This design comes from an exercise in tuning for small area on the open sky130 flow, not from production work. Where RTL was checked, it was by simulation tests only, not by an equivalence proof against the original. The RTL of runs 1 and 2 was laid out without a check of its function. Power and IR drop assume default switching activity.

==> design/flow/design.v <==
`timescale 1ns / 1ps
`default_nettype none
module HardwareSubunit #(
	parameter DELAY = 25
) (
	clk,
	reset,
	in_data,
	next_ready,
	out_data,
	completion_status,
	out_nz
);
	input	[34:0]	in_data;
	input		clk, reset, next_ready;
	output	[31:0]	out_data;
	output	[3:0]	completion_status;
	output		out_nz;
	localparam [1:0] C_MR = 2'd0, C_MW = 2'd1, C_CFG = 2'd2, C_OTHER = 2'd3;
	reg		cs, ov, ohv, hiv, size;
	reg [15:0]	hi, lo;			 
	reg [31:0]	old_data;
	reg [9:0]	pl;
	reg [1:0]	cls;			 
	reg [4:0]	dc;			 
	reg [1:0]	tc;
	assign out_data = ov ? ~{ohv ? hi : 16'h0000, lo} : 32'h0;
	assign completion_status = {cs, 3'b000};
	assign out_nz = ov;			 
	wire [31:0]	d = in_data[31:0];
	wire		dnz = |d;
	wire		chg = old_data != d;
	wire [4:0]	typ = d[28:24];
	wire [2:0]	fmt = d[31:29];
	reg		cs_v, ov_v, ohv_v, hiv_v, size_v;
	reg [15:0]	hi_v, lo_v;
	reg [9:0]	pl_v;
	reg [1:0]	cls_v, tc_v;
	reg [4:0]	dc_v;
	always @(posedge clk) begin
		cs_v = cs; ov_v = ov; ohv_v = ohv; hiv_v = hiv; size_v = size;
		hi_v = hi; lo_v = lo; pl_v = pl; cls_v = cls; tc_v = tc; dc_v = dc;
		if (reset) begin
			cs_v = 1'b0; ov_v = 1'b0; hiv_v = 1'b0; size_v = 1'b0;
			pl_v = 10'd0; cls_v = C_MR; tc_v = 2'd0; dc_v = 5'd0;
		end else begin
			if (dnz && pl_v == 10'd0 && tc_v == 2'd0 && dc_v == 5'd0) begin
				if (typ == 5'b00000) begin
					cls_v = (fmt[2:1] == 2'b00) ? C_MR : ((fmt[2:1] == 2'b01) ? C_MW : C_OTHER);
					if (fmt[2] == 1'b0) begin
						tc_v = fmt[0] ? 2'd3 : 2'd2;
						size_v = fmt[0];
					end
					pl_v = d[9:0];
				end else if (typ == 5'b00010) begin
					cls_v = C_MW;
					size_v = 1'b0;
					tc_v = 2'd2;
					pl_v = 10'd0;
				end else if (typ == 5'b00100 || typ == 5'b00101) begin
					cls_v = C_CFG;
					size_v = 1'b0;
					tc_v = 2'd2;
					pl_v = 10'd0;
				end else begin
					cls_v = C_OTHER;
				end
			end else if (chg && dnz && tc_v != 2'd0) begin
				tc_v = tc_v - 1'b1;
				if (cls_v != C_CFG) begin
					if (size_v && tc_v == 2'd1) begin
						hi_v = d[15:0];
						hiv_v = 1'b1;
					end
					if (tc_v == 2'd0) begin
						lo_v = d[31:16];
						dc_v = DELAY;
					end
				end else begin
					dc_v = DELAY;
				end
			end else if (tc_v == 2'd0 && (pl_v != 10'd0 || dc_v != 5'd0)) begin
				if (cls_v == C_MR) begin
					if (dc_v != 5'd0) begin
						dc_v = dc_v - 1'b1;
					end else if (pl_v != 10'd0 && next_ready && !ov) begin
						ov_v = ~&{hiv_v ? hi_v : 16'h0000, lo_v};
						ohv_v = hiv_v;
						pl_v = pl_v - 1'b1;
						cs_v = 1'b1;
					end
					if (pl_v == 10'd0) begin
						hiv_v = 1'b0;
						cls_v = C_MR;
						tc_v = 2'd0;
						size_v = 1'b0;
					end
				end else if (cls_v != C_OTHER) begin
					if (chg && dnz && dc_v == DELAY && pl_v != 10'd0) begin
						pl_v = pl_v - 1'b1;
					end else if (pl_v == 10'd0) begin
						dc_v = dc_v - 1'b1;
					end
					if (next_ready && dc_v == 5'd0) begin
						ov_v = 1'b0;
						cs_v = 1'b1;
						hiv_v = 1'b0;
						cls_v = C_MR;
						tc_v = 2'd0;
						size_v = 1'b0;
					end
				end
			end
			if (!next_ready) begin
				ov_v = 1'b0;
				cs_v = 1'b0;
			end
		end
		old_data <= d;
		cs <= cs_v; ov <= ov_v; ohv <= ohv_v; hiv <= hiv_v; size <= size_v;
		hi <= hi_v; lo <= lo_v; pl <= pl_v; cls <= cls_v; tc <= tc_v; dc <= dc_v;
	end
endmodule
`timescale 1ns / 1ps
`default_nettype none
module OLR_Ingress (
	clk,
	reset,
	header_in,
	payload_in,
	payload_nz,
	cs_in,
	sorter_ready,
	ready1,
	ready2,
	ho_valid,
	po_nz,
	h_kind,
	h_mid,
	h_len,
	h_w2,
	h_la,
	h_b135,
	h_link,
	p_data
);
	input		clk, reset, cs_in, sorter_ready, payload_nz;
	input [34:0]	header_in;
	input [31:0]	payload_in;
	output reg	ready1, ready2, ho_valid, po_nz;
	output reg [2:0] h_kind;		 
	output reg [11:0] h_mid;		 
	output reg [9:0] h_len;		 
	output reg [31:0] h_w2;
	output reg [4:0] h_la;		 
	output reg	h_b135;
	output reg [1:0] h_link;
	output reg [31:0] p_data;
	reg		hctl, pctl, rtd, mwctl, mww, p_lk, p_39, h_4dw;
	reg [1:0]	hcnt;
	reg [9:0]	cnt;
	reg		r1_v, r2_v, ho_v, po_v, hctl_v, pctl_v, rtd_v, mwctl_v, mww_v, plk_v, p39_v, dw4_v;
	reg [2:0]	kind_v;
	reg [11:0]	mid_v;
	reg [9:0]	len_v;
	reg [31:0]	w2_v, pd_v;
	reg [4:0]	la_v;
	reg		b135_v;
	reg [1:0]	link_v, hcnt_v;
	reg [9:0]	cnt_v;
	wire		tnz = |header_in;
	localparam [2:0] K_OTHER = 3'd0, K_MR = 3'd1, K_MW = 3'd2, K_IO = 3'd3, K_CFG0 = 3'd4, K_CFG1 = 3'd5;
	wire [4:0]	typ = header_in[28:24];
	wire [2:0]	fmt = header_in[31:29];
	wire [2:0]	in_kind = (typ == 5'b00000) ? ((fmt[2:1] == 2'b00) ? K_MR : ((fmt[2:1] == 2'b01) ? K_MW : K_OTHER)) :
				  (typ == 5'b00010) ? K_IO : (typ == 5'b00100) ? K_CFG0 : (typ == 5'b00101) ? K_CFG1 : K_OTHER;
	wire		pnz = payload_nz;
	always @(posedge clk) begin
		r1_v = ready1; r2_v = ready2; ho_v = ho_valid; po_v = po_nz;
		hctl_v = hctl; pctl_v = pctl; rtd_v = rtd; mwctl_v = mwctl; mww_v = mww;
		plk_v = p_lk; p39_v = p_39; dw4_v = h_4dw;
		kind_v = h_kind; mid_v = h_mid; len_v = h_len; w2_v = h_w2; la_v = h_la; b135_v = h_b135; link_v = h_link;
		pd_v = p_data; hcnt_v = hcnt; cnt_v = cnt;
		if (reset) begin
			r1_v = 1'b1; r2_v = 1'b0; ho_v = 1'b0; po_v = 1'b0;
			hctl_v = 1'b0; pctl_v = 1'b0; rtd_v = 1'b0; mwctl_v = 1'b0; mww_v = 1'b0;
			p39_v = 1'b0; hcnt_v = 2'd0;
		end else begin
			if (!hctl_v && !pctl_v && r1_v && tnz && !mwctl_v) begin
				kind_v = in_kind;
				dw4_v = header_in[29];
				mid_v = header_in[23:12];
				len_v = header_in[9:0];
				b135_v = header_in[34];
				link_v = header_in[33:32];
				hcnt_v = 2'd1;
				hctl_v = 1'b1;
				r1_v = 1'b0;
				if (in_kind == K_MR) begin
					pctl_v = 1'b1;
					cnt_v = header_in[9:0];
				end
			end else if (hctl_v && hcnt_v != 2'd0 && r1_v && tnz) begin
				if (hcnt_v == 2'd1) begin
					w2_v = header_in[31:0];
					hcnt_v = 2'd2;
					r1_v = 1'b1;
				end else if (hcnt_v == 2'd2) begin
					if (!dw4_v) begin
						la_v = header_in[6:2];
						r1_v = 1'b0;
						hcnt_v = 2'd0;
					end else begin
						la_v = 5'd0;
						r1_v = 1'b1;
						hcnt_v = 2'd3;
					end
				end else begin
					la_v = header_in[6:2];
					hcnt_v = 2'd0;
					r1_v = 1'b0;
				end
				if (hcnt_v == 2'd0 && !mwctl_v)
					r2_v = 1'b1;
			end
			if (mwctl_v && !r1_v && cnt_v != 10'h3ff) begin
				r1_v = 1'b1;
				cnt_v = cnt_v - 1'b1;
				if (cnt_v == 10'h3ff) begin
					mwctl_v = 1'b0;
					mww_v = 1'b1;
					r1_v = 1'b0;
				end
			end else if (mwctl_v && r1_v && tnz) begin
				r1_v = 1'b0;
			end else if ((hctl_v || pctl_v) && kind_v == K_MW &&
				     hcnt_v == 2'd0 && !mwctl_v && !mww_v) begin
				mwctl_v = 1'b1;
				cnt_v = len_v;
			end
			if (cs_in && r2_v && hctl_v) begin
				r2_v = 1'b0;
				rtd_v = 1'b1;
				mww_v = 1'b0;
				if (pctl_v) begin
					pd_v = payload_in;
					plk_v = pnz | (|link_v);
					cnt_v = cnt_v - 1'b1;
				end
			end else if (pnz && pctl_v && r2_v && !hctl_v) begin
				pd_v = payload_in;
				plk_v = 1'b1;
				cnt_v = cnt_v - 1'b1;
				rtd_v = 1'b1;
				p39_v = (cnt_v != 10'd0);
			end
			if (rtd_v && sorter_ready && hctl_v) begin
				ho_v = 1'b1;
				hctl_v = 1'b0;
				if (!pctl_v) begin
					rtd_v = 1'b0;
					r1_v = 1'b1;
				end
			end else if (rtd_v && sorter_ready && pctl_v && !hctl_v && !ho_v) begin
				po_v = plk_v | p39_v;
				p39_v = 1'b0;
				rtd_v = 1'b0;
				if (cnt_v != 10'd0)
					r2_v = 1'b1;
				else begin
					pctl_v = 1'b0;
					r1_v = 1'b1;
				end
			end
			if (!sorter_ready) begin
				ho_v = 1'b0;
				po_v = 1'b0;
			end
			if (r1_v && (hcnt_v != 2'd0 || rtd_v) && tnz)
				r1_v = 1'b0;
			else if (!r1_v && hcnt_v != 2'd0 && !tnz)
				r1_v = 1'b1;
			if (r2_v && pnz)
				r2_v = 1'b0;
		end
		ready1 <= r1_v; ready2 <= r2_v; ho_valid <= ho_v; po_nz <= po_v;
		hctl <= hctl_v; pctl <= pctl_v; rtd <= rtd_v; mwctl <= mwctl_v; mww <= mww_v;
		p_lk <= plk_v; p_39 <= p39_v; h_4dw <= dw4_v;
		h_kind <= kind_v; h_mid <= mid_v; h_len <= len_v; h_w2 <= w2_v; h_la <= la_v; h_b135 <= b135_v; h_link <= link_v;
		p_data <= pd_v; hcnt <= hcnt_v; cnt <= cnt_v;
	end
endmodule
`timescale 1ns / 1ps
`default_nettype none
module OLR_Sorter (
	clk,
	reset,
	ho_valid,
	po_nz,
	h_kind,
	h_mid,
	h_len,
	h_w2,
	h_la,
	h_b135,
	h_link,
	p_data,
	next_ready,
	ready,
	sorted_nz,
	pass_valid,
	c_kind,
	c_len,
	c_mid,
	c_be,
	c_la,
	c_tag,
	c_rid,
	c_link,
	q_data
);
	input		clk, reset, ho_valid, po_nz, next_ready;
	input [2:0]	h_kind;
	input [11:0]	h_mid;
	input [9:0]	h_len;
	input [31:0]	h_w2;
	input [4:0]	h_la;
	input		h_b135;
	input [1:0]	h_link;
	input [31:0]	p_data;
	output reg	ready;
	output		sorted_nz;
	output reg	pass_valid;
	output reg [2:0] c_kind;
	output reg [9:0] c_len;
	output reg [11:0] c_mid;
	output reg [7:0] c_be;
	output reg [4:0] c_la;
	output reg [7:0] c_tag;
	output reg [15:0] c_rid;
	output reg [1:0] c_link;
	output reg [31:0] q_data;
	reg		hc, pc, rtd, anz, sorted_valid;
	reg [9:0]	pcount;
	reg		ready_v, pass_v, hc_v, pc_v, rtd_v, anz_v, sv_v;
	reg [2:0]	kind_v;
	reg [9:0]	len_v, pcount_v;
	reg [11:0]	mid_v;
	reg [7:0]	be_v, tag_v;
	reg [4:0]	la_v;
	reg [15:0]	rid_v;
	reg [1:0]	link_v;
	reg [31:0]	q_v;
	wire		is_mr = h_kind == 3'd1;
	wire		is_known = h_kind != 3'd0;
	assign sorted_nz = sorted_valid & anz;
	always @(posedge clk) begin
		ready_v = ready; pass_v = pass_valid; hc_v = hc; pc_v = pc; rtd_v = rtd;
		anz_v = anz; sv_v = sorted_valid;
		kind_v = c_kind; len_v = c_len; pcount_v = pcount;
		mid_v = c_mid; be_v = c_be; tag_v = c_tag; la_v = c_la; rid_v = c_rid; link_v = c_link;
		q_v = q_data;
		if (reset) begin
			ready_v = 1'b1; pass_v = 1'b0; hc_v = 1'b0; pc_v = 1'b0; rtd_v = 1'b0;
			sv_v = 1'b0; pcount_v = 10'd0;
		end else begin
			if (ho_valid && ready_v && !hc_v && !pc_v) begin
				kind_v = h_kind;
				len_v = h_len;
				mid_v = h_mid;
				be_v = h_w2[7:0];
				la_v = h_la;
				tag_v = h_w2[15:8];
				rid_v = h_w2[31:16];
				link_v = h_link;
				anz_v = is_known | h_b135 | (|h_link);
				hc_v = 1'b1;
				if (is_mr) begin
					pc_v = 1'b1;
					pcount_v = h_len;
				end
				rtd_v = 1'b1;
			end
			if (rtd_v && next_ready && hc_v) begin
				sv_v = 1'b1;
				hc_v = 1'b0;
				rtd_v = 1'b0;
				ready_v = 1'b1;
			end
			if (pc_v && po_nz && ready_v && !hc_v) begin
				q_v = p_data;
				rtd_v = 1'b1;
				pcount_v = pcount_v - 1'b1;
				ready_v = 1'b0;
			end
			if (rtd_v && next_ready && pc_v && !hc_v) begin
				pass_v = 1'b1;
				rtd_v = 1'b0;
				ready_v = 1'b1;
				if (pcount_v == 10'd0)
					pc_v = 1'b0;
			end
			if (ready_v && (ho_valid || po_nz))
				ready_v = 1'b0;
			if (!ready_v && !ho_valid && !po_nz && !(rtd_v && !hc_v) && !(hc_v && anz_v))
				ready_v = 1'b1;
			if (!next_ready) begin
				sv_v = 1'b0;
				pass_v = 1'b0;
			end
		end
		ready <= ready_v; pass_valid <= pass_v; hc <= hc_v; pc <= pc_v; rtd <= rtd_v;
		anz <= anz_v; sorted_valid <= sv_v;
		c_kind <= kind_v; c_len <= len_v; pcount <= pcount_v;
		c_mid <= mid_v; c_be <= be_v; c_tag <= tag_v; c_la <= la_v; c_rid <= rid_v; c_link <= link_v;
		q_data <= q_v;
	end
endmodule
`timescale 1ns / 1ps
`default_nettype none
module OLR_Egress (
	clk,
	reset,
	sorted_nz,
	pass_valid,
	c_kind,
	c_len,
	c_mid,
	c_be,
	c_la,
	c_tag,
	c_rid,
	c_link,
	q_data,
	buffer_ready0,
	buffer_ready1,
	buffer_ready2,
	buffer_ready3,
	ready,
	data_out0,
	data_out1,
	data_out2,
	data_out3
);
	input		clk, reset, sorted_nz, pass_valid;
	input [2:0]	c_kind;		 
	input [9:0]	c_len;
	input [11:0]	c_mid;
	input [7:0]	c_be;
	input [4:0]	c_la;
	input [7:0]	c_tag;
	input [15:0]	c_rid;
	input [1:0]	c_link;
	input [31:0]	q_data;
	input		buffer_ready0, buffer_ready1, buffer_ready2, buffer_ready3;
	output reg	ready;
	output [34:0]	data_out0, data_out1, data_out2, data_out3;
	reg [32:0]	out0, out1, out2, out3;	 
	assign data_out0 = {out0[32], 2'b00, out0[31:0]};
	assign data_out1 = {out1[32], 2'b00, out1[31:0]};
	assign data_out2 = {out2[32], 2'b00, out2[31:0]};
	assign data_out3 = {out3[32], 2'b00, out3[31:0]};
	reg [2:0]	kind;
	wire		known = kind != 3'd0;
	wire		mr = kind == 3'd1;
	wire [2:0]	t = {kind[2], kind == 3'd3, kind[2] & kind[0]};	 
	reg [9:0]	len;
	reg [11:0]	mid;
	reg [7:0]	be, tag;
	reg [4:0]	la;
	reg [15:0]	rid;
	reg [31:0]	preg;
	reg [1:0]	hcnt, lane;
	reg		hc, pc, rtd;
	reg [3:0]	stale, onz;
	wire [3:0]	br = {buffer_ready3, buffer_ready2, buffer_ready1, buffer_ready0};
	function [12:0] f_bc;
		input [7:0] be;
		input [9:0] len;
		reg [1:0] fz, lz;
		begin
			fz = be[0] ? 2'd0 : (be[1] ? 2'd1 : (be[2] ? 2'd2 : 2'd3));
			lz = be[7] ? 2'd0 : (be[6] ? 2'd1 : (be[5] ? 2'd2 : 2'd3));
			if (be[7:4] == 4'b0000) begin
				casex (be[3:0])
					4'b1xx1: f_bc = 13'd4;
					4'b01x1, 4'b1x10: f_bc = 13'd3;
					4'b0011, 4'b0110, 4'b1100: f_bc = 13'd2;
					default: f_bc = 13'd1;
				endcase
			end else if (be[3:0] == 4'b0000)
				f_bc = 13'd0;
			else
				f_bc = {1'b0, len, 2'b00} - (fz + lz);
		end
	endfunction
	function [1:0] f_lo2;
		input [3:0] be;
		begin
			casex (be)
				4'b0000: f_lo2 = 2'b00;
				4'bxxx1: f_lo2 = 2'b00;
				4'bxx10: f_lo2 = 2'b01;
				4'bx100: f_lo2 = 2'b10;
				4'b1000: f_lo2 = 2'b11;
				default: f_lo2 = 2'b00;
			endcase
		end
	endfunction
	reg [32:0]	w_v;
	reg [3:0]	wr_v, onz_v;
	reg [12:0]	bcount;
	reg [31:0]	word1, word2, word3;
	reg		ld, pld, known_v, mr_v;
	reg [2:0]	t_v, kind_v;
	reg [9:0]	len_v;
	reg [11:0]	mid_v;
	reg		ready_v, hc_v, pc_v, rtd_v, fire, wr;
	reg [1:0]	hcnt_v, lane_v;
	reg [9:0]	pcnt_v, len_n;
	reg [31:0]	preg_v;
	always @(*) begin
		ready_v = ready; hc_v = hc; pc_v = pc; rtd_v = rtd;
		hcnt_v = hcnt; lane_v = lane; pcnt_v = pc ? len : 10'd0; preg_v = preg;
		len_n = len;
		w_v = 33'd0; wr = 1'b0; wr_v = 4'd0; onz_v = onz;
		ld = !hc_v && !pc_v && ready_v && sorted_nz;
		if (ld) begin
			lane_v = c_link;
			hc_v = 1'b1;
			hcnt_v = 2'd3;
			rtd_v = 1'b1;
			if (c_kind == 3'd1) begin
				pcnt_v = c_len;
				pc_v = 1'b1;
			end
		end
		kind_v = ld ? c_kind : kind;
		known_v = kind_v != 3'd0;
		mr_v = kind_v == 3'd1;
		t_v = {kind_v[2], kind_v == 3'd3, kind_v[2] & kind_v[0]};
		len_v = ld ? c_len : len;
		if (ld)
			len_n = c_len;
		mid_v = ld ? c_mid : mid;
		pld = pass_valid && pc_v && ready_v;
		if (pld) begin
			preg_v = q_data;
			rtd_v = 1'b1;
		end
		bcount = mr ? f_bc(be, len) : ((t == 3'b010) ? 13'd63 : 13'd3);
		word1 = {1'b0, mr_v, 3'b000, t_v, mid_v, 2'b00, len_v};
		word2 = {16'hffff, 3'b000, bcount};
		word3 = {rid, tag, 1'b0, mr ? la : 5'd0, mr ? f_lo2(be[3:0]) : 2'b00};
		fire = br[lane_v] && rtd_v && !stale[lane_v];
		case (hcnt_v)
		2'd3: w_v = {1'b1, word1 & {32{known_v}}};
		2'd2: w_v = {1'b1, word2 & {32{known}}};
		2'd1: w_v = {pc_v, word3 & {32{known}}};
		default: w_v = {pcnt_v != 10'd1, preg_v};
		endcase
		if (fire) begin
			if (hcnt_v != 2'd0) begin
				wr = 1'b1;
				hcnt_v = hcnt_v - 1'b1;
			end else if (pc_v && pcnt_v != 10'd0) begin
				pcnt_v = pcnt_v - 1'b1;
				len_n = pcnt_v;
				wr = 1'b1;
			end
			wr_v[lane_v] = wr;
			if (hcnt_v == 2'd0 && pcnt_v != 10'd0) begin
				hc_v = 1'b0;
				rtd_v = 1'b0;
				ready_v = 1'b1;
			end else if (hcnt_v == 2'd0 && pcnt_v == 10'd0) begin
				hc_v = 1'b0;
				pc_v = 1'b0;
				lane_v = 2'd0;
				rtd_v = 1'b0;
				ready_v = 1'b1;
			end
		end
		onz_v = ((wr_v & {4{|w_v}}) | (~wr_v & onz)) & br;
		if (ready_v && rtd_v)
			ready_v = 1'b0;
		if (rtd_v && hc_v && (|onz_v))
			rtd_v = 1'b0;
		else if (!rtd_v && hc_v)
			rtd_v = 1'b1;
	end
	wire [3:0]	keep = br & {4{~reset}};
	wire [3:0]	put = br & wr_v & {4{~reset}};
	always @(posedge clk) begin
		out0 <= ({33{put[0]}} & w_v) | ({33{keep[0]}} & out0);
		out1 <= ({33{put[1]}} & w_v) | ({33{keep[1]}} & out1);
		out2 <= ({33{put[2]}} & w_v) | ({33{keep[2]}} & out2);
		out3 <= ({33{put[3]}} & w_v) | ({33{keep[3]}} & out3);
		stale <= br;
		if (reset) begin
			ready <= 1'b1; hc <= 1'b0; pc <= 1'b0; rtd <= 1'b0;
			hcnt <= 2'd0; lane <= 2'd0; onz <= 4'd0;
		end else begin
			ready <= ready_v; hc <= hc_v; pc <= pc_v; rtd <= rtd_v;
			hcnt <= hcnt_v; lane <= lane_v; onz <= onz_v;
		end
		if (pld)
			preg <= q_data;
		len <= len_n;
		if (ld) begin
			kind <= c_kind; mid <= c_mid;
			be <= c_be; la <= c_la; tag <= c_tag; rid <= c_rid;
		end
	end
endmodule
`timescale 1ns / 1ps
`default_nettype none
module OLR (
	clk,
	reset,
	header_in,
	payload_in,
	payload_nz,
	completion_status,
	buffer_ready0,
	buffer_ready1,
	buffer_ready2,
	buffer_ready3,
	data_out0,
	data_out1,
	data_out2,
	data_out3,
	ready_buffer,
	ready_subunit
);
	input [34:0]	header_in;
	input [31:0]	payload_in;
	input [3:0]	completion_status;
	input		payload_nz;
	input		clk, reset, buffer_ready0, buffer_ready1, buffer_ready2, buffer_ready3;
	output [34:0]	data_out0, data_out1, data_out2, data_out3;
	output		ready_buffer, ready_subunit;
	wire		ho_valid, po_nz, sorter_ready, sorted_nz, pass_valid, egress_ready;
	wire [2:0]	h_kind, c_kind;
	wire [11:0]	h_mid;
	wire [9:0]	h_len;
	wire [31:0]	h_w2, p_data, q_data;
	wire [4:0]	h_la;
	wire		h_b135;
	wire [1:0]	h_link;
	wire [9:0]	c_len;
	wire [11:0]	c_mid;
	wire [7:0]	c_be, c_tag;
	wire [4:0]	c_la;
	wire [15:0]	c_rid;
	wire [1:0]	c_link;
	OLR_Ingress ingress (
		.clk(clk), .reset(reset),
		.header_in(header_in), .payload_in(payload_in), .payload_nz(payload_nz), .cs_in(|completion_status),
		.sorter_ready(sorter_ready),
		.ready1(ready_buffer), .ready2(ready_subunit),
		.ho_valid(ho_valid), .po_nz(po_nz),
		.h_kind(h_kind), .h_mid(h_mid), .h_len(h_len), .h_w2(h_w2), .h_la(h_la), .h_b135(h_b135), .h_link(h_link),
		.p_data(p_data)
	);
	OLR_Sorter sorter (
		.clk(clk), .reset(reset),
		.ho_valid(ho_valid), .po_nz(po_nz),
		.h_kind(h_kind), .h_mid(h_mid), .h_len(h_len), .h_w2(h_w2), .h_la(h_la), .h_b135(h_b135), .h_link(h_link),
		.p_data(p_data),
		.next_ready(egress_ready),
		.ready(sorter_ready), .sorted_nz(sorted_nz), .pass_valid(pass_valid),
		.c_kind(c_kind), .c_len(c_len), .c_mid(c_mid), .c_be(c_be),
		.c_la(c_la), .c_tag(c_tag), .c_rid(c_rid), .c_link(c_link), .q_data(q_data)
	);
	OLR_Egress egress (
		.clk(clk), .reset(reset),
		.sorted_nz(sorted_nz), .pass_valid(pass_valid),
		.c_kind(c_kind), .c_len(c_len), .c_mid(c_mid), .c_be(c_be),
		.c_la(c_la), .c_tag(c_tag), .c_rid(c_rid), .c_link(c_link), .q_data(q_data),
		.buffer_ready0(buffer_ready0), .buffer_ready1(buffer_ready1),
		.buffer_ready2(buffer_ready2), .buffer_ready3(buffer_ready3),
		.ready(egress_ready),
		.data_out0(data_out0), .data_out1(data_out1), .data_out2(data_out2), .data_out3(data_out3)
	);
endmodule
`timescale 1ns / 1ps
`default_nettype none
module TLP_Completer (
	clk,
	reset,
	in_data,
	in_ready,
	buffer_ready0,
	buffer_ready1,
	buffer_ready2,
	buffer_ready3,
	out_data0,
	out_data1,
	out_data2,
	out_data3
);
	input		clk,
			reset,
			buffer_ready0,
			buffer_ready1,
			buffer_ready2,
			buffer_ready3;
	input [34:0]	in_data;		 
	output		in_ready;		 
	output [34:0]	out_data0,		 
			out_data1,
			out_data2,
			out_data3;
	wire [31:0]	payload;
	wire [3:0]	completion_status;
	wire		ready_subunit;
	wire		payload_nz;
	HardwareSubunit #(
		25
	) HardwareSubunit1 (
		.clk(clk),
		.reset(reset),
		.in_data(in_data),
		.next_ready(ready_subunit),
		.out_data(payload),
		.completion_status(completion_status),
		.out_nz(payload_nz)
	);
	OLR OLR1 (
		.clk(clk),
		.reset(reset),
		.header_in(in_data),
		.payload_in(payload),
		.payload_nz(payload_nz),
		.completion_status(completion_status),
		.buffer_ready0(buffer_ready0),
		.buffer_ready1(buffer_ready1),
		.buffer_ready2(buffer_ready2),
		.buffer_ready3(buffer_ready3),
		.data_out0(out_data0),
		.data_out1(out_data1),
		.data_out2(out_data2),
		.data_out3(out_data3),
		.ready_buffer(in_ready),
		.ready_subunit(ready_subunit)
	);
endmodule
==> design/flow/flow/run.sh <==
#!/bin/bash
# The standard layout with three changes: the combinational logic is re-mapped
# for area after the floorplan, the port buffers are single strength, and the
# clock tree has no dummy loads. Each tool writes its output to a log here.
set -euo pipefail
export BUFFER_PORTS_ARGS="-buffer_cell sky130_fd_sc_hd__buf_1"
export CTS_ARGS="-sink_clustering_enable -repair_clock_nets -dont_use_dummy_load -buf_list sky130_fd_sc_hd__clkbuf_8 -sink_clustering_size 14 -sink_clustering_max_diameter 80"
bash standard.sh floorplan > standard_floorplan.log 2>&1
export RES_DIR=$PWD/orfs/results/sky130hd/TLP_Completer/base
export RMP_DIR=$PWD/rmp
export RMP_LIB=$PWD/rmp/cells.lib
mkdir -p rmp
python3 flow/filter_lib.py "$FLOW_HOME/platforms/sky130hd/config.mk" \
	"$FLOW_HOME/platforms/sky130hd/lib/sky130_fd_sc_hd__tt_025C_1v80.lib" "$RMP_LIB" > filter_lib.log 2>&1
openroad -no_init -exit flow/restructure.tcl > restructure.log 2>&1
rm -f "$RMP_LIB"
bash standard.sh finish > standard_finish.log 2>&1
==> design/flow/flow/filter_lib.py <==
#!/usr/bin/env python3
"""Copy a liberty file without the cells the platform marks don't-use.

usage: filter_lib.py platform_config.mk in.lib out.lib
"""
import re
import sys

cfg, src, dst = sys.argv[1:4]
text = open(cfg).read()
m = re.search(r"DONT_USE_CELLS\s*\+?=((?:[^\n]*\\\n)*[^\n]*)", text)
dont = set(m.group(1).replace("\\", " ").split())
lines = open(src).read().split("\n")
out = []
skip = 0
depth = 0
for line in lines:
    if skip:
        depth += line.count("{") - line.count("}")
        if depth <= 0:
            skip = 0
        continue
    c = re.match(r'\s*cell\s*\(\s*"?([\w]+)"?\s*\)', line)
    if c and (c.group(1) in dont or "lpflow" in c.group(1) or "probe" in c.group(1)):
        depth = line.count("{") - line.count("}")
        skip = 1
        continue
    out.append(line)
open(dst, "w").write("\n".join(out))
==> design/flow/flow/restructure.tcl <==
# Re-map the combinational logic of the floorplanned design for area.
# Registers, ports, tap cells and the power grid are left as they are.
set res $::env(RES_DIR)
read_db $res/2_floorplan.odb
read_liberty $::env(FLOW_HOME)/platforms/sky130hd/lib/sky130_fd_sc_hd__tt_025C_1v80.lib
read_sdc $res/2_floorplan.sdc
report_design_area
restructure -target area -liberty_file $::env(RMP_LIB) \
	-tielo_port sky130_fd_sc_hd__conb_1/LO -tiehi_port sky130_fd_sc_hd__conb_1/HI \
	-work_dir $::env(RMP_DIR) -abc_logfile $::env(RMP_DIR)/abc.log
report_design_area
write_db $res/2_floorplan.odb
==> design/flow/standard.sh <==
#!/bin/bash
# synth_recipe.tcl (not shown) runs the flow's synth.tcl, then flattens the netlist and writes it again
# the make line also repeats each setting of config.mk as NAME=value (left out here)
make -C /OpenROAD-flow-scripts/flow DESIGN_CONFIG=/design/flow/config.mk WORK_HOME=/design/flow/orfs CLKGATE_MAP_FILE= SYNTH_SCRIPT=/design/flow/synth_recipe.tcl "${@:-finish}"
==> design/flow/config.mk <==
export PLATFORM = sky130hd
export DESIGN_NAME = TLP_Completer
export DESIGN_NICKNAME = TLP_Completer
export VERILOG_FILES = /design/flow/design.v
export SDC_FILE = /design/flow/constraint.sdc
export NUM_CORES = 8
export LEC_CHECK = 0
export ABC_AREA = 1
export CAP_MARGIN = 0
export CORE_MARGIN = 2
export CORE_UTILIZATION = 40
export SLEW_MARGIN = 0
==> design/flow/constraint.sdc <==
create_clock -name core_clock -period 10.0 [get_ports {clk}]
set_input_delay 2.0000 -clock core_clock [delete_from_list [all_inputs] [get_ports {clk}]]
set_output_delay 2.0000 -clock core_clock [all_outputs]
set_load 0.01 [all_outputs]
==> impl_metrics.tcl, run 1 <==
set metrics [dict create \
    status "timing/DRC/antenna clean" \
    viasPerCell 5.44 \
    first_pass_iters 6 \
    ant_nets 0 \
    finalClockSkew_ns 0.0493 \
    synth.avg_cell_area_um2 9.50 \
    cts_tree "done" \
    async_reset_ff_share_pct 0 \
    mostFrequentLayoutCell "dfxtp_1" \
    total_power_mw 4.75 \
    vdd_drop_max_mv 0.173 \
    rsz0062_at_grt "false" \
    worstRegToRegCells 23 \
    rows 88 \
    worstPathArrival_ns 9.24 \
    path_max_fanout 27 \
    end_kind "flop" \
    critPathKind "primary input to flop" \
    remaining_drc_errors 0 \
    power.share.combinational_pct 21.2 \
    cts_setup_buffers 0 \
    start_kind "primary input" \
    synth-main-ff-cell "dfxtp_1" \
    relSlewSlack_pct 21.9 \
    die_w_um 244 \
    powerDensity_nw_per_um2 204 \
    port_buffers 173 \
    topRoutingLayerUsed "met4" \
    p_leak_nw 7.45 \
    drt-met1-wl_mm 27.2 \
    grt_first_pass_wirelength_mm 89.0 \
    p_sw_mw 1.45 \
    fin_tns_setup_ns 0 \
    antenna_found_initial 1 \
    placed_cell_area_um2 22700 \
    netlist_instances 2428 \
    clockBufferDepth 3 \
    cts_buffers 46 \
    dieArea_um2 59600 \
    crit_top_cell "clkinv_1" \
    ctsResizeCount 0 \
    worst_slack_ns 1.25 \
    grt_max_degree 65 \
    min_path_type "flop to flop" \
    met2WireLength_mm 26.1 \
    clock-sinks 564 \
    switching_share_pct 30.6 \
    finalInstanceArea_um2 23300 \
    finalCritPeriodShare_pct 87.5 \
    synth-edff-count 276 \
    synth_area_um2 23100 \
    coreArea_um2 57400 \
    p_clk_share_pct 23.5 \
    setup_viol 0 \
    ctsHoldBuffers 0 \
    dr.first_iter.drc_count 1570 \
    avgRoutedWirePerCell_um 21.0 \
    drive_above_1_share_pct 4.44 \
    ys_seq_area_share_pct 60.9 \
    final_max_slew_viol_count 0 \
    worstPathRequired_ns 10.49 \
    hold_viol 0 \
    finalCriticalPeriod_ns 8.75 \
    max_freq_mhz 114 \
    grt_pass1_vias 14300 \
    p_seq_share_pct 55.3 \
    start_util_pct 40.2 \
    via_count 15300 \
    wirelength_mm 59.2 \
    clk_pin_slew_ns 0.10 \
    wl_met3_mm 4.58 \
    fillCellCount 5515 \
    place_ws_ns 0.792 \
    io_pins 182 \
    ys_warn_count 4 \
    dp_hpwl_mm 42.8 \
    htree_num_levels 2 \
    ys_ff_latch 564 \
    synth_cell_types 63 \
    worst-slew-pin-transition_ns 1.16 \
    ctsRootBufferMaster "clkbuf_8" \
    grt_overflow 0 \
    finalNetCount 2091 \
    die_height_um 244 \
    grt_usage_pct 19.4 \
    mostFrequentLayoutCells "dfxtp_1, edfxtp_1, clkinv_1" \
    hold_depth 0 \
    max_cap_viol_count 0 \
    clkLatencyLatePin_ns 0.65 \
    fin_hold_ws_ns 0.383 \
    crit_slowest_cell "or4_1" \
    slowest_delay_ns 0.57 \
    gp_congestion 0.943 \
    syn_to_final_growth_pct 1.12 \
    internal_power_mw 3.30 \
]
[per-stage QoR]
step / util (%) / std cells
floorplan: - / 2435
global placement: 39.6 / 2767
detailed placement: 39.6 / 2767
CTS: 40.7 / 2813
global route: 40.7 / 2814
finish: 40.7 / 2814
[logic make-up (layout without fill, tap and decap cells)]
family / count (synthesis) / after routing / synth area share (%)
buffers and inverters: 321 / 478 / 5.69
other: 1 / 17 / 0.0163
xor gates and xnor gates: 63 / 1 / 2.39
AOI/OAI and AO/OA: 379 / 543 / 9.04
and+or+nand+nor: 1072 / 446 / 20.5
adders and majority gates: 20 / 0 / 1.12
muxes: 8 / 0 / 0.347
DFF: 564 / 564 / 60.9
[sequential cells by signal, indices dropped and copies added, names as in the netlist, 16 cells and up]
register / count
HardwareSubunit1.hi: 16
HardwareSubunit1.old_data: 32
OLR1.sorter.c_rid: 16
OLR1.ingress.h_w2: 32
OLR1.sorter.q_data: 32
OLR1.ingress.p_data: 32
OLR1.egress.out1: 33
OLR1.egress.preg: 32
OLR1.egress.out3: 33
HardwareSubunit1.lo: 16
OLR1.egress.out2: 33
OLR1.egress.rid: 16
OLR1.egress.out0: 33
[synthesized netlist by cell type, types with 8 or more instances]
| master | instances | share of area, % |
|---|---|---|
| nand4_1 | 42 | 1.1 |
| or2_2 | 22 | 0.60 |
| inv_2 | 10 | 0.16 |
| xor2_1 | 46 | 1.7 |
| o21ai_0 | 167 | 3.6 |
| dfxtp_1 | 288 | 25 |
| nand2_1 | 484 | 7.9 |
| mux2i_1 | 8 | 0.35 |
| nand3_1 | 178 | 3.9 |
| nand2_2 | 18 | 0.49 |
| buf_2 | 12 | 0.26 |
| nor3_1 | 26 | 0.56 |
| inv_1 | 214 | 3.5 |
| a211oi_1 | 13 | 0.42 |
| xnor2_1 | 17 | 0.65 |
| buf_4 | 10 | 0.33 |
| a31oi_1 | 10 | 0.27 |
| nor4_1 | 15 | 0.41 |
| a21oi_1 | 127 | 2.8 |
| ha_1 | 19 | 1.0 |
| edfxtp_1 | 276 | 36 |
| o211ai_1 | 9 | 0.29 |
| nor2_1 | 249 | 4.1 |
| o21ai_1 | 15 | 0.33 |
| clkbuf_1 | 60 | 0.98 |
[metal layers]
layer,vias up,track usage [%]
met5,-,0
met4,0,5.33
met3,82,3.51
met2,611,29.8
met1,7418,28.0
li1,7208,-
[area by class of cell]
type / instances / area, µm² / area share [%]
flip-flops and latches: 564 / 14100 / 60.2
multi-input cells: 1006 / 5940 / 25.5
well taps: 765 / 957 / 4.10
repair buffers: 206 / 898 / 3.85
inverters: 226 / 848 / 3.64
clock buffers: 46 / 633 / 2.71
diodes: 1 / 2.50 / 0.0107
[worst max-delay path, delay by kind of cell]
kind | cells | cell delay [ns]
AOI/OAI and AO/OA | 5 | 1.27
buffers and inverters | 7 | 1.57
and+or+nand+nor | 16 | 4.38
[path summary, 6_finish.rpt]
check | to | slack (ns) | from
worst max-delay path | OLR1.ingress.ready1 | 1.25 | in_data[13]
worst min-delay path | OLR1.egress.be[3] | 0.38 | OLR1.sorter.c_be[3]
worst max register to register | OLR1.ingress.ready1 | 3.94 | OLR1.ingress.ready1
worst min register to register | OLR1.egress.be[3] | 0.38 | OLR1.sorter.c_be[3]
[power groups by stage]
stage	clock network (mW)	registers (mW)	logic [mW]
2_1_floorplan	0	2.62	0.840
3_3_place_gp	0	2.68	0.980
3_5_place_dp	0	2.68	0.985
4_1_cts	1.15	2.62	0.989
5_1_grt	1.23	2.64	1.11
6_report	1.12	2.63	1.01
==> run 2, diff against run 1 <==
--- a/design/flow/design.v
+++ b/design/flow/design.v
@@ -156,10 +156,10 @@
 	output reg	h_b135;
 	output reg [1:0] h_link;
 	output reg [31:0] p_data;
-	reg		hctl, pctl, rtd, mwctl, mww, p_lk, p_39, h_4dw;
+	reg		hctl, pctl, rtd, mwctl, mww, p_lk, h_4dw;
 	reg [1:0]	hcnt;
 	reg [9:0]	cnt;
-	reg		r1_v, r2_v, ho_v, po_v, hctl_v, pctl_v, rtd_v, mwctl_v, mww_v, plk_v, p39_v, dw4_v;
+	reg		r1_v, r2_v, ho_v, po_v, hctl_v, pctl_v, rtd_v, mwctl_v, mww_v, plk_v, dw4_v;
 	reg [2:0]	kind_v;
 	reg [11:0]	mid_v;
 	reg [9:0]	len_v;
@@ -178,13 +178,13 @@
 	always @(posedge clk) begin
 		r1_v = ready1; r2_v = ready2; ho_v = ho_valid; po_v = po_nz;
 		hctl_v = hctl; pctl_v = pctl; rtd_v = rtd; mwctl_v = mwctl; mww_v = mww;
-		plk_v = p_lk; p39_v = p_39; dw4_v = h_4dw;
+		plk_v = p_lk; dw4_v = h_4dw;
 		kind_v = h_kind; mid_v = h_mid; len_v = h_len; w2_v = h_w2; la_v = h_la; b135_v = h_b135; link_v = h_link;
 		pd_v = p_data; hcnt_v = hcnt; cnt_v = cnt;
 		if (reset) begin
 			r1_v = 1'b1; r2_v = 1'b0; ho_v = 1'b0; po_v = 1'b0;
 			hctl_v = 1'b0; pctl_v = 1'b0; rtd_v = 1'b0; mwctl_v = 1'b0; mww_v = 1'b0;
-			p39_v = 1'b0; hcnt_v = 2'd0;
+			hcnt_v = 2'd0;
 		end else begin
 			if (!hctl_v && !pctl_v && r1_v && tnz && !mwctl_v) begin
 				kind_v = in_kind;
@@ -252,7 +252,6 @@
 				plk_v = 1'b1;
 				cnt_v = cnt_v - 1'b1;
 				rtd_v = 1'b1;
-				p39_v = (cnt_v != 10'd0);
 			end
 			if (rtd_v && sorter_ready && hctl_v) begin
 				ho_v = 1'b1;
@@ -262,8 +261,7 @@
 					r1_v = 1'b1;
 				end
 			end else if (rtd_v && sorter_ready && pctl_v && !hctl_v && !ho_v) begin
-				po_v = plk_v | p39_v;
-				p39_v = 1'b0;
+				po_v = plk_v;
 				rtd_v = 1'b0;
 				if (cnt_v != 10'd0)
 					r2_v = 1'b1;
@@ -285,7 +283,7 @@
 		end
 		ready1 <= r1_v; ready2 <= r2_v; ho_valid <= ho_v; po_nz <= po_v;
 		hctl <= hctl_v; pctl <= pctl_v; rtd <= rtd_v; mwctl <= mwctl_v; mww <= mww_v;
-		p_lk <= plk_v; p_39 <= p39_v; h_4dw <= dw4_v;
+		p_lk <= plk_v; h_4dw <= dw4_v;
 		h_kind <= kind_v; h_mid <= mid_v; h_len <= len_v; h_w2 <= w2_v; h_la <= la_v; h_b135 <= b135_v; h_link <= link_v;
 		p_data <= pd_v; hcnt <= hcnt_v; cnt <= cnt_v;
 	end
--- a/design/flow/config.mk
+++ b/design/flow/config.mk
@@ -6,7 +6,7 @@
 export NUM_CORES = 8
 export LEC_CHECK = 0
 export ABC_AREA = 1
-export CAP_MARGIN = 0
+export CAP_MARGIN = 20
 export CORE_MARGIN = 2
 export CORE_UTILIZATION = 40
-export SLEW_MARGIN = 0
+export SLEW_MARGIN = 20
==> run 2 against run 1 <==
Global-route usage increased by 0.37 points. Sequential share of layout area increased by 0.23 points. Register-to-register slack got worse by 1.0 ns. Largest power group unchanged. Non-clock buffer count increased by 5. First-iteration DRC count increased by 0.96%. Via count increased by 0.91%. Total power decreased by 2.4%. Utilization decreased by 0.29 points. Wire length increased by 2.5%.
==> impl_metrics.tcl, run 2 <==
set metrics [dict create \
    critPathKind "primary input to flop" \
    dieArea_um2 59800 \
    max_freq_mhz 120 \
    antenna_found_initial 0 \
    grt_pass1_vias 14500 \
    hold_viol 0 \
    remaining_drc_errors 0 \
    end_kind "flop" \
    slowest_delay_ns 0.56 \
    grt_max_degree 65 \
    io_pins 182 \
    rsz0062_at_grt "false" \
    finalClockSkew_ns 0.0249 \
    start_kind "primary input" \
    worst_slack_ns 1.70 \
    mostFrequentLayoutCell "nor2_1" \
    finalNetCount 2110 \
    grt_overflow 0 \
    grt_usage_pct 19.7 \
    die_height_um 245 \
    mostFrequentLayoutCells "nor2_1, dfxtp_1, edfxtp_1" \
    dp_hpwl_mm 44.1 \
    cts_tree "done" \
    first_pass_iters 5 \
    start_util_pct 40.3 \
    syn_to_final_growth_pct 0.249 \
    fin_tns_setup_ns 0 \
    clk_pin_slew_ns 0.09 \
    path_cells "buf_1 -> nor4_1 -> nand4_1 -> nor4_1 -> clkinv_1 -> nor4_1 -> nor2_1 -> nand2_1 -> clkinv_1 -> a22oi_1 -> nor4_1 -> a311oi_1 -> buf_4 -> clkinv_1 -> o22a_1 -> or2_0 -> or3_1 -> or3_1 -> or3_1 -> a21o_1 -> nor4_1 -> nor4_1 -> o21ai_0" \
    synth_cell_types 66 \
    coreArea_um2 57500 \
    synth.avg_cell_area_um2 9.72 \
    vdd_drop_max_mv 0.116 \
    rows 88 \
    grt_first_pass_wirelength_mm 90.0 \
    multi_input_area_um2 6000 \
    wirelength_mm 60.7 \
    stdcell_count 2833 \
    finalCritPeriodShare_pct 83.0 \
    finalCriticalPeriod_ns 8.30 \
    yosysMostFrequentCell "nand2_1" \
    ant_nets 0 \
    ctsHoldBuffers 0 \
    cts_setup_buffers 0 \
    final_max_slew_viol_count 0 \
    utilization_pct 40.4 \
    max_cap_viol_count 0 \
    seqCellArea_um2 14000 \
    viasPerCell 5.46 \
    fillCellCount 5625 \
    crit_top_cell "nor4_1" \
    dp.cells 2785 \
    path_max_fanout 14 \
    placed_cell_area_um2 22600 \
    htree_num_levels 2 \
    ctsResizeCount 0 \
    clockBufferDepth 3 \
    setup_viol 0 \
    clkLatencyLatePin_ns 0.63 \
    synth_area_leader_cell "edfxtp_1" \
    yosysTopAreaCellShare_pct 35.8 \
    worst-slew-pin-transition_ns 1.03 \
    via_count 15500 \
    clock-sinks 563 \
    port_buffers 173 \
    avgRoutedWirePerCell_um 21.4 \
    die_w_um 245 \
    gp_congestion 0.971 \
    crit_slowest_cell "nor4_1" \
    dr.first_iter.drc_count 1585 \
    netlist_instances 2383 \
    drive_above_1_share_pct 4.60 \
    finalInstanceArea_um2 23200 \
    min_path_type "flop to flop" \
    async_reset_ff_share_pct 0 \
    place_ws_ns 1.26 \
    worstPathRequired_ns 10.56 \
    total_power_mw 4.64 \
    relSlewSlack_pct 30.3 \
    worstPathArrival_ns 8.86 \
    ys_seq_area_share_pct 60.6 \
    ys_ff_latch 563 \
    ys_warn_count 4 \
    cts_buffers 46 \
    ys_top_cells_by_area "edfxtp_1, dfxtp_1, nand2_1" \
    ctsRootBufferMaster "clkbuf_8" \
    synth-edff-count 276 \
    p_leak_nw 7.63 \
    synth-main-ff-cell "dfxtp_1" \
    worstRegToRegCells 19 \
    synth.top_cells.by_count "nand2_1, dfxtp_1, edfxtp_1" \
    hold_depth 0 \
    powerDensity_nw_per_um2 200 \
    status "timing/DRC/antenna clean" \
    synth_area_um2 23200 \
    fin_hold_ws_ns 0.409 \
]
==> run 2: logic make-up after synthesis <==
logic type / Yosys count / share of synthesized area, %
simple gates: 990 / 19.5
xor+xnor: 64 / 2.45
buf+inv: 325 / 5.88
other cells: 1 / 0.0162
fa+ha+maj: 19 / 1.06
compound gates: 402 / 9.62
flops: 563 / 60.6
mux: 19 / 0.875
==> run 2: area by class of cell <==
type / instances / area share (%)
Clock buffer: 46 / 2.73
Sequential cell: 563 / 60.5
Multi-Input combinational cell: 1073 / 25.8
Antenna cell: 1 / 0.0108
Inverter: 174 / 2.81
Timing Repair Buffer: 211 / 4.03
Tap cell: 765 / 4.12
==> run 2: per-layer routing <==
metal	up-vias	GRT usage (%)	part of all wire, %
met4	0	6.76	3.0
met3	119	3.08	8.2
met5	-	0	0
met1	7448	27.9	45
met2	711	30.8	44
li1	7181	-	-
==> run 2: critical path: cells and delay by family <==
kind                   cells  cell delay, ns
AND/OR/NAND/NOR           13            4.23
buffers and inverters      5            1.27
AO/OA/AOI/OAI              5            1.36
==> run 2: final timing paths <==
check,from,to,slack (ns)
worst max-delay path,in_data[31],OLR1.ingress.ready1,1.70
worst min-delay path,OLR1.sorter.c_be[6],OLR1.egress.be[6],0.41
worst max register to register,OLR1.egress.ready,OLR1.egress.rtd,2.92
worst min register to register,OLR1.sorter.c_be[6],OLR1.egress.be[6],0.41
==> run 2: report_power, final <==
part           leakage, nW  internal (mW)  total (mW)  switching [mW]
registers             4.89           2.53        2.62          0.0870
clock network        0.331          0.412        1.12           0.705
logic                 2.41          0.301       0.903           0.602
==> run 3, diff against run 2 <==
--- a/design/flow/design.v
+++ b/design/flow/design.v
@@ -467,7 +467,6 @@
 	reg [7:0]	be, tag;
 	reg [4:0]	la;
 	reg [15:0]	rid;
-	reg [31:0]	preg;
 	reg [1:0]	hcnt, lane;
 	reg		hc, pc, rtd;
 	reg [3:0]	stale, onz;
@@ -519,7 +518,8 @@
 	reg [31:0]	preg_v;
 	always @(*) begin
 		ready_v = ready; hc_v = hc; pc_v = pc; rtd_v = rtd;
-		hcnt_v = hcnt; lane_v = lane; pcnt_v = pc ? len : 10'd0; preg_v = preg;
+		hcnt_v = hcnt; lane_v = lane; pcnt_v = pc ? len : 10'd0;
+		preg_v = {rid, tag, be};
 		len_n = len;
 		w_v = 33'd0; wr = 1'b0; wr_v = 4'd0; onz_v = onz;
 		ld = !hc_v && !pc_v && ready_v && sorted_nz;
@@ -602,8 +602,8 @@
 			ready <= ready_v; hc <= hc_v; pc <= pc_v; rtd <= rtd_v;
 			hcnt <= hcnt_v; lane <= lane_v; onz <= onz_v;
 		end
-		if (pld)
-			preg <= q_data;
+		if (pld && !ld)
+			{rid, tag, be} <= q_data;
 		len <= len_n;
 		if (ld) begin
 			kind <= c_kind; mid <= c_mid;
--- a/design/flow/config.mk
+++ b/design/flow/config.mk
@@ -9,4 +9,5 @@
 export CAP_MARGIN = 20
 export CORE_MARGIN = 2
 export CORE_UTILIZATION = 40
+export GPL_TIMING_DRIVEN = 0
 export SLEW_MARGIN = 20
==> run 3 against run 2 <==
Still clean on timing, DRC and antenna. Total power shrank 9.8%. Final area fell by 1.2%. Clock skew grew 0.065 ns. Maximum frequency is 11% lower.
==> impl_metrics.tcl, run 3 <==
set metrics [dict create \
    status "timing/DRC/antenna clean" \
    hold_depth 0 \
    viasPerCell 5.49 \
    antenna_found_initial 2 \
    dr.first_iter.drc_count 1305 \
    p_sw_mw 1.18 \
    p_seq_share_pct 58.5 \
    worst-slew-pin-transition_ns 1.09 \
    vdd_drop_max_mv 0.0925 \
    clkLatencyLatePin_ns 0.65 \
    synth_area_um2 22800 \
    grt_max_degree 38 \
    grt_pass1_vias 14500 \
    gp_congestion 0.893 \
    setup_viol 0 \
    final_max_slew_viol_count 0 \
    stdcell_count 2802 \
    rsz0062_at_grt "false" \
    max_freq_mhz 107 \
    cts_tree "done" \
    synth-main-ff-cell "edfxtp_1" \
    finalNetCount 2088 \
    powerDensity_nw_per_um2 182 \
    die_height_um 242 \
    io_pins 182 \
    finalClockSkew_ns 0.0896 \
    synth.top_cells.by_count "nand2_1, edfxtp_1, dfxtp_1" \
    async_reset_ff_share_pct 0 \
    place_ws_ns -0.858 \
    finalCritPeriodShare_pct 93.8 \
    avgRoutedWirePerCell_um 20.9 \
    relSlewSlack_pct 26.7 \
    synth.avg_cell_area_um2 9.29 \
    reg2reg_to "OLR1.egress.rtd" \
    wirelength_mm 58.6 \
    max_cap_viol_count 0 \
    worstPathRequired_ns 10.57 \
    netlist_instances 2449 \
    clockBufferDepth 3 \
    dp.cells 2756 \
    hold_viol 0 \
    ctsHoldBuffers 0 \
    grt_overflow 0 \
    internal_power_mw 3.00 \
    coreArea_um2 56300 \
    synth_area_leader_cell "edfxtp_1" \
    power.share.combinational_pct 16.1 \
    worst_slack_ns 0.624 \
    yosysMostFrequentCell "nand2_1" \
    yosysTopAreaCellShare_pct 36.4 \
    ys_top_cells_by_area "edfxtp_1, dfxtp_1, nand2_1" \
    worstPathArrival_ns 9.95 \
    utilization_pct 40.8 \
    die_w_um 242 \
    syn_to_final_growth_pct 0.797 \
    ctsResizeCount 1 \
    min_to "OLR1.sorter.q_data[21]" \
    grt_usage_pct 19.4 \
    dieArea_um2 58800 \
    worstRegToRegCells 19 \
    htree_num_levels 2 \
    start_kind "primary input" \
    ys_ff_latch 531 \
    mostFrequentLayoutCells "nor2_1, edfxtp_1, dfxtp_1" \
    switching_share_pct 28.2 \
    ys_seq_area_share_pct 58.9 \
    finalCriticalPeriod_ns 9.38 \
    grt_first_pass_wirelength_mm 88.5 \
    critPathKind "primary input to flop" \
    remaining_drc_errors 0 \
    drive_above_1_share_pct 5.33 \
    clk_pin_slew_ns 0.09 \
    path_max_fanout 21 \
    ys_warn_count 4 \
    r2r_slack_ns 1.57 \
    r2r-start "OLR1.egress.ready" \
    synth-edff-count 276 \
    p_leak_nw 7.45 \
    hp-start "OLR1.ingress.p_data[21]" \
    min_path_type "flop to flop" \
    ant_nets 0 \
    p_clk_share_pct 25.4 \
    port_buffers 173 \
    dp_hpwl_mm 42.2 \
    ctsRootBufferMaster "clkbuf_8" \
    via_count 15400 \
    cts_setup_buffers 0 \
    cts_buffers 44 \
    rows 87 \
    fin_hold_ws_ns 0.377 \
    start_util_pct 40.4 \
    mostFrequentLayoutCell "nor2_1" \
    first_pass_iters 7 \
    fin_tns_setup_ns 0 \
    end_kind "flop" \
    synth_cell_types 70 \
    clock-sinks 531 \
]
run 3: changes by cell type in the layout (fill, tap and decap cells not counted), moves of 9 or more:
cell / before / now
buf_4: 37 / 14
o22ai_1: 48 / 70
dfxtp_1: 287 / 255
o21a_1: 31 / 22
buf_12: 0 / 11
nor2_1: 302 / 286
clkinv_1: 174 / 141
or3_1: 9 / 18
a21oi_1: 196 / 213
run 3: how the worst max path moves through the flow:
stage | from | endpoint | slack (ns) | cells past startpoint
6_report | in_data[5] | OLR1.ingress.ready1 | 0.62 | 27
5_1_grt | in_data[5] | OLR1.ingress.ready1 | 0.15 | 27
4_1_cts | in_data[5] | OLR1.ingress.ready1 | 0.16 | 27
3_5_place_dp | in_data[5] | OLR1.ingress.ready1 | -0.86 | 27
3_3_place_gp | OLR1.sorter.anz | OLR1.egress.rtd | -12.48 | 16
2_1_floorplan | reset | OLR1.sorter.c_be[0] | 4.41 | 3
run 3: cell type report:
cell class                      instances  area, µm²
Clock buffer                           44        606
Inverter                              145        548
Buffer                                  1       3.75
Sequential cell                       531      13400
Tap cell                              756        946
Fill cell                            5473      33300
Timing Repair Buffer                  208       1110
Antenna cell                            1       2.50
Multi-Input combinational cell       1116       6320
run 3: kinds of logic after synthesis:
kind of cell	synth area share, %
AO/OA/AOI/OAI	10.5
XOR/XNOR	2.27
adder cells (fa/ha/maj)	1.08
buffers and inverters	6.09
flip-flops	58.9
multiplexers	0.220
other	0.0165
AND/OR/NAND/NOR	20.9
run 3: metal layers:
| layer | share of wire [%] | up-vias | global-route usage (%) |
|---|---|---|---|
| li1 | - | 7188 | - |
| met1 | 45 | 7510 | 27.3 |
| met2 | 46 | 596 | 30.8 |
| met3 | 7.5 | 78 | 3.16 |
| met4 | 2.1 | 0 | 5.46 |
| met5 | 0 | - | 0 |
run 3: critical path, cell delays in order:
cell and delay (ns):
buf_1 0.40, clkinv_1 0.49, nand3_1 0.21, nor4_1 0.07, nand4b_1 0.31, nor4_1 0.17, nor2_4 0.45, clkinv_2 0.41
nor2_2 0.49, clkinv_1 0.39, a22oi_1 0.42, nor3_1 0.10, nand4_1 0.11, nor4_1 0.06, nor3_2 0.64, clkinv_1 0.48
o22a_1 0.34, or3_1 0.41, or2_0 0.28, or3_1 0.38, or2_0 0.27, nand2_1 0.07, nand2_1 0.08, nor4_1 0.44
nor2b_1 0.25, nor3_1 0.06, o21ai_0 0.14
run 3: through the flow:
step           power [mW]  instance area [µm²]
5_1_grt              4.39                22900
4_1_cts              4.21                22900
3_3_place_gp         3.13                21700
3_5_place_dp         3.16                22300
2_1_floorplan        3.90                22800
6_report             4.18                22900
run 3: power groups by stage:
| stage | Clock (mW) | Combinational [mW] | Sequential (mW) |
|---|---|---|---|
| 6_report | 1.06 | 0.674 | 2.45 |
| 5_1_grt | 1.18 | 0.750 | 2.46 |
| 4_1_cts | 1.10 | 0.664 | 2.45 |
| 3_5_place_dp | 0 | 0.661 | 2.50 |
| 3_3_place_gp | 0 | 0.631 | 2.49 |
| 2_1_floorplan | 0 | 1.35 | 2.56 |
==> run 4, diff against run 3 <==
--- a/design/flow/config.mk
+++ b/design/flow/config.mk
@@ -8,6 +8,5 @@
 export ABC_AREA = 1
 export CAP_MARGIN = 20
 export CORE_MARGIN = 2
-export CORE_UTILIZATION = 40
-export GPL_TIMING_DRIVEN = 0
+export CORE_UTILIZATION = 60
 export SLEW_MARGIN = 20
==> run 4 against run 3 <==
Still clean on timing, DRC and antenna. Sequential share of layout area grew 1.6 points. Clock skew shrank 0.034 ns. Worst setup slack gained 1.5 ns. Via count shrank 0.16%. Non-clock buffer count is the same. Maximum frequency grew 19%. Register-to-register slack gained 1.8 ns. Die area shrank 33%. Clock power is essentially flat. Critical path depth shrank 2. First-iteration DRC count grew 18%. Critical endpoint unchanged.
==> impl_metrics.tcl, run 4 <==
set metrics [dict create \
    synth-edff-count 276 \
    grt_first_pass_wirelength_mm 86.1 \
    reg2reg_to "OLR1.egress.rtd" \
    io_pins 182 \
    start_util_pct 60.7 \
    synth.avg_cell_area_um2 9.29 \
    antenna_found_initial 0 \
    synth.top_cells.by_count "nand2_1, edfxtp_1, dfxtp_1" \
    final_max_slew_viol_count 0 \
    viasPerCell 6.01 \
    hold_viol 0 \
    port_buffers 173 \
    mostFrequentLayoutCells "nor2_1, edfxtp_1, dfxtp_1" \
    start_kind "primary input" \
    grt_overflow 0 \
    relSlewSlack_pct 28.7 \
    finalClockSkew_ns 0.0555 \
    netlist_instances 2449 \
    drive_above_1_share_pct 4.45 \
    stdcell_count 2555 \
    ys_top_cells_by_area "edfxtp_1, dfxtp_1, nand2_1" \
    max_freq_mhz 127 \
    cts_setup_buffers 0 \
    r2r_slack_ns 3.35 \
    clk_pin_slew_ns 0.09 \
    crit_slowest_cell "nor4_1" \
    end_kind "flop" \
    gp_congestion 0.910 \
    dp.cells 2512 \
    mostFrequentLayoutCell "nor2_1" \
    syn_to_final_growth_pct -1.85 \
    htree_num_levels 2 \
    avgRoutedWirePerCell_um 22.3 \
    wirelength_mm 56.9 \
    worst-slew-pin-transition_ns 1.06 \
    worstPathRequired_ns 10.55 \
    powerDensity_nw_per_um2 188 \
    remaining_drc_errors 0 \
    finalCritPeriodShare_pct 78.8 \
    finalInstanceArea_um2 22300 \
    grt_pass1_vias 14200 \
    ctsHoldBuffers 0 \
    utilization_pct 59.6 \
    synth_area_um2 22800 \
    status "timing/DRC/antenna clean" \
    synth_cell_types 70 \
    rsz0062_at_grt "false" \
    die_w_um 199 \
    finalNetCount 2087 \
    worstPathArrival_ns 8.43 \
    async_reset_ff_share_pct 0 \
    max_cap_viol_count 0 \
    coreArea_um2 37500 \
    first_pass_iters 6 \
    dr.first_iter.drc_count 1543 \
    path_max_fanout 13 \
    endpoint "OLR1.ingress.ready1" \
    r2r-start "OLR1.egress.ready" \
    dp_hpwl_mm 41.5 \
    clkLatencyLatePin_ns 0.64 \
    ys_ff_latch 531 \
    ys_warn_count 4 \
    setup_viol 0 \
    clockBufferDepth 3 \
    fin_tns_setup_ns 0 \
    critPathKind "primary input to flop" \
    ctsResizeCount 0 \
    rows 71 \
    cts_tree "done" \
    p_leak_nw 7.36 \
    grt_usage_pct 28.9 \
    via_count 15300 \
    slowest_delay_ns 0.55 \
    synth-main-ff-cell "edfxtp_1" \
    total_power_mw 4.19 \
    yosysTopAreaCellShare_pct 36.4 \
    vdd_drop_max_mv 0.162 \
    worstSetupStartpoint "in_data[27]" \
    ant_nets 0 \
    fillCellCount 3276 \
    dieArea_um2 39500 \
    crit_family "simple AND/OR/NAND/NOR gates" \
    worstRegToRegCells 19 \
    synth_area_leader_cell "edfxtp_1" \
    cp.depth 25 \
    grt_max_degree 65 \
    min_path_type "flop to flop" \
    ctsRootBufferMaster "clkbuf_8" \
    ys_seq_area_share_pct 58.9 \
    finalCriticalPeriod_ns 7.88 \
    cts_buffers 43 \
    clock-sinks 531 \
    die_height_um 199 \
    antenna_cells 0 \
    placed_cell_area_um2 21700 \
    worst-path-buf-inv 5 \
    yosysMostFrequentCell "nand2_1" \
]
run 4: where the power goes:
group / internal [mW] / switching [mW]
clock: 0.386 / 0.657
combinational: 0.229 / 0.469
sequential: 2.39 / 0.0671
total: 3.00 / 1.19
run 4: worst min path at each step:
stage,to,startpoint,cells after the start,slack [ns]
6_report,OLR1.sorter.q_data[7],OLR1.ingress.p_data[7],0,0.42
4_1_cts,OLR1.sorter.c_rid[1],OLR1.ingress.h_w2[17],0,0.42
2_1_floorplan,OLR1.egress.la[0],OLR1.sorter.c_la[0],0,0.40
3_5_place_dp,OLR1.sorter.c_la[2],OLR1.ingress.h_la[2],0,0.40
3_3_place_gp,OLR1.sorter.c_rid[6],OLR1.ingress.h_w2[22],0,0.40
5_1_grt,OLR1.sorter.q_data[7],OLR1.ingress.p_data[7],0,0.43
run 4: stage by stage:
step                hold slack [ns]  worst slack [ns]
finish                        0.424              2.12
global route                  0.432              1.58
CTS                           0.423              2.32
detailed placement            0.405              1.69
global placement              0.404              1.86
floorplan                     0.400              4.41
run 4: area by class of cell:
cell class | instances | area [µm²] | share of cell area, %
repair buffers | 209 | 921 | 4.12
clock buffers | 43 | 592 | 2.65
well taps | 511 | 639 | 2.86
inverters | 145 | 544 | 2.44
flip-flops and latches | 531 | 13400 | 60.0
multi-input cells | 1116 | 6240 | 27.9
run 4: cells by family (layout without fill, tap and decap cells):
logic type               Yosys count  count (layout)  synth area share [%]
AND/OR/NAND/NOR                 1061             521                  20.9
XOR/XNOR                          59               5                  2.27
flip-flops                       531             531                  58.9
AO/OA/AOI/OAI                    430             574                  10.5
adder cells (fa/ha/maj)           19               0                  1.08
buffers and inverters            343             397                  6.09
multiplexers                       5               0                 0.220
other                              1              16                0.0165
run 4: metal layers:
| metal | up-vias | global-route usage [%] | routed length, µm |
|---|---|---|---|
| met5 | - | 0 | 0 |
| met4 | 0 | 10.1 | 1780 |
| met3 | 109 | 4.66 | 4080 |
| met2 | 655 | 46.2 | 26200 |
| met1 | 7391 | 40.3 | 24800 |
| li1 | 7192 | - | - |
==> run 5, diff against run 4 <==
--- a/design/flow/config.mk
+++ b/design/flow/config.mk
@@ -8,5 +8,5 @@
 export ABC_AREA = 1
 export CAP_MARGIN = 20
 export CORE_MARGIN = 2
-export CORE_UTILIZATION = 60
+export CORE_UTILIZATION = 70
 export SLEW_MARGIN = 20
==> run 5 against run 4 <==
Still clean on timing, DRC and antenna. Total power fell by 0.53%. Sequential share of layout area rose by 0.27 points. Final area fell by 0.45%. Register-to-register slack got worse by 0.63 ns. First-iteration DRC count rose by 6.9%. Maximum frequency rose by 1.2%. Combinational power fell by 1%. Via count rose by 1.9%. Area after synthesis did not move. Critical path depth fell by 4. Worst setup slack improved by 0.091 ns. Critical path type unchanged. Largest power group unchanged.
==> impl_metrics.tcl, run 5 <==
set metrics [dict create \
    stdcell_count 2484 \
    rows 66 \
    worst-path-buf-inv 5 \
    clockBufferDepth 3 \
    max_cap_viol_count 0 \
    die_height_um 184 \
    ys_ff_latch 531 \
    async_reset_ff_share_pct 0 \
    synth-edff-count 276 \
    fillCellCount 2465 \
    finalNetCount 2085 \
    synth_cell_types 70 \
    syn_to_final_growth_pct -2.30 \
    port_buffers 173 \
    rsz0062_at_grt "false" \
    finalCriticalPeriod_ns 7.79 \
    netlist_instances 2449 \
    synth_top_family_by_area "simple AND/OR/NAND/NOR gates" \
    path_max_fanout 13 \
    coreArea_um2 32300 \
    min_path_type "flop to flop" \
    wirelength_mm 54.4 \
    max_freq_mhz 128 \
    synth_area_leader_cell "edfxtp_1" \
    synthMuxAreaShare_pct 0.220 \
    ctsHoldBuffers 0 \
    crit_top_cell "or3_1" \
    worstPathArrival_ns 8.11 \
    critPathKind "primary input to flop" \
    p_leak_nw 7.35 \
    grt_usage_pct 31.8 \
    drive_above_1_share_pct 4.36 \
    remaining_drc_errors 0 \
    io_pins 182 \
    grt_max_degree 69 \
    dr.first_iter.drc_count 1650 \
    crit_family "simple AND/OR/NAND/NOR gates" \
    status "timing/DRC/antenna clean" \
    clock-sinks 531 \
    grt_first_pass_wirelength_mm 82.7 \
    mostFrequentLayoutCell "nor2_1" \
    finalCritPeriodShare_pct 77.9 \
    mostFrequentLayoutCells "nor2_1, edfxtp_1, dfxtp_1" \
    start_util_pct 70.5 \
    synth_area_um2 22800 \
    cts_buffers 43 \
    start_kind "primary input" \
    grt_pass1_vias 14300 \
    via_count 15600 \
    cts_setup_buffers 0 \
    end_kind "flop" \
    cts_tree "done" \
    ys_warn_count 4 \
    final_max_slew_viol_count 0 \
    hold_viol 0 \
    crit_slowest_cell "nor4_1" \
    powerDensity_nw_per_um2 188 \
    synth-main-ff-cell "edfxtp_1" \
    relSlewSlack_pct 29.4 \
    synth.top_cells.by_count "nand2_1, edfxtp_1, dfxtp_1" \
    synth_compound_area_share_pct 10.5 \
    worstPathRequired_ns 10.31 \
    path_cells "buf_1 -> nor4_1 -> nand3_1 -> nor2_1 -> clkinv_1 -> nor2_1 -> clkinv_1 -> a22oi_1 -> nor3_1 -> nand4_1 -> nor4_1 -> nor3_1 -> buf_4 -> clkinv_1 -> o22a_1 -> or3_1 -> or2_0 -> or3_1 -> or3_1 -> or3_1 -> xnor2_1" \
    worst-slew-pin-transition_ns 1.06 \
    first_pass_iters 5 \
    setup_viol 0 \
    ys_seq_area_share_pct 58.9 \
    dp.cells 2441 \
    ys_top_cells_by_area "edfxtp_1, dfxtp_1, nand2_1" \
    finalClockSkew_ns 0.0465 \
    synth.avg_cell_area_um2 9.29 \
]
## run 5: changes by cell type in the layout (fill, tap and decap cells not counted), sizes merged
| cell | change |
|---|---|
| buf | -2 |
## run 5: metal layers
layer	global-route usage [%]	wire (µm)	vias to the layer above
met2	51.3	25200	819
met4	10.6	1890	0
met5	0	0	-
met1	44.6	22900	7505
met3	4.84	4460	131
li1	-	-	7187
## run 5: kinds of logic after synthesis
family                     count (synthesis)
xor gates and xnor gates                  59
muxes                                      5
other                                      1
buffers and inverters                    343
adders and majority gates                 19
DFF                                      531
AOI/OAI and AO/OA                        430
and+or+nand+nor                         1061
## run 5: final cells by class
class	instances	area [µm²]	area share (%)
sequential	531	13400	60.2
inverter	145	544	2.45
tap	442	553	2.49
multi-input combinational	1116	6240	28.1
timing repair buffer	207	906	4.08
clock buffer	43	592	2.66
## run 5: per-stage QoR
stage / setup slack [ns] / hold WS [ns] / total power, mW / area, µm² / utilization, %
after detailed placement: 1.79 / 0.405 / 3.18 / 21600 / 67.0
after floorplan: 4.41 / 0.400 / 3.90 / 22800 / -
after global routing: 1.71 / 0.420 / 4.34 / 22200 / 68.8
after global placement: 1.99 / 0.403 / 3.17 / 21600 / 67.0
final: 2.21 / 0.419 / 4.17 / 22200 / 68.8
after CTS: 2.37 / 0.418 / 4.18 / 22200 / 68.8
## run 5: worst paths after layout
check                        from                   to  slack, ns  cells after the start
max                   in_data[26]  OLR1.ingress.cnt[9]       2.21                     21
min reg2reg  OLR1.ingress.h_w2[1]  OLR1.sorter.c_be[1]       0.42                      0
max reg2reg     OLR1.egress.ready      OLR1.egress.rtd       2.72                     18
min          OLR1.ingress.h_w2[1]  OLR1.sorter.c_be[1]       0.42                      0
## run 5: worst reg2reg max path: stages, from the launching register on
cell      delay, ns
dfxtp_1        0.37
nand3_1        0.09
nor3_2         0.15
clkinv_1       0.08
buf_4          0.32
a22oi_1        0.43
clkinv_1       0.20
o311ai_0       0.90
clkinv_1       0.88
a221oi_1       0.52
o21ai_0        0.32
or4_1          0.61
or4_1          0.56
or4_1          0.49
nor4_1         0.33
nand3_1        0.24
o221ai_1       0.33
and4_1         0.23
o221a_1        0.18
## run 5: power breakdown
part,total [mW],switching (mW),internal (mW)
combinational,0.691,0.463,0.228
clock,1.02,0.639,0.386
sequential,2.46,0.0694,2.39

Re-timed with assumed drivers on the ports (clkbuf_16 on the clock, buf_2 on other inputs), run 5 has 2.236 ns of setup slack against 2.209 ns with ideal ports, and 1.618 ns once port delays also move by the mid clock arrival of 0.617 ns.
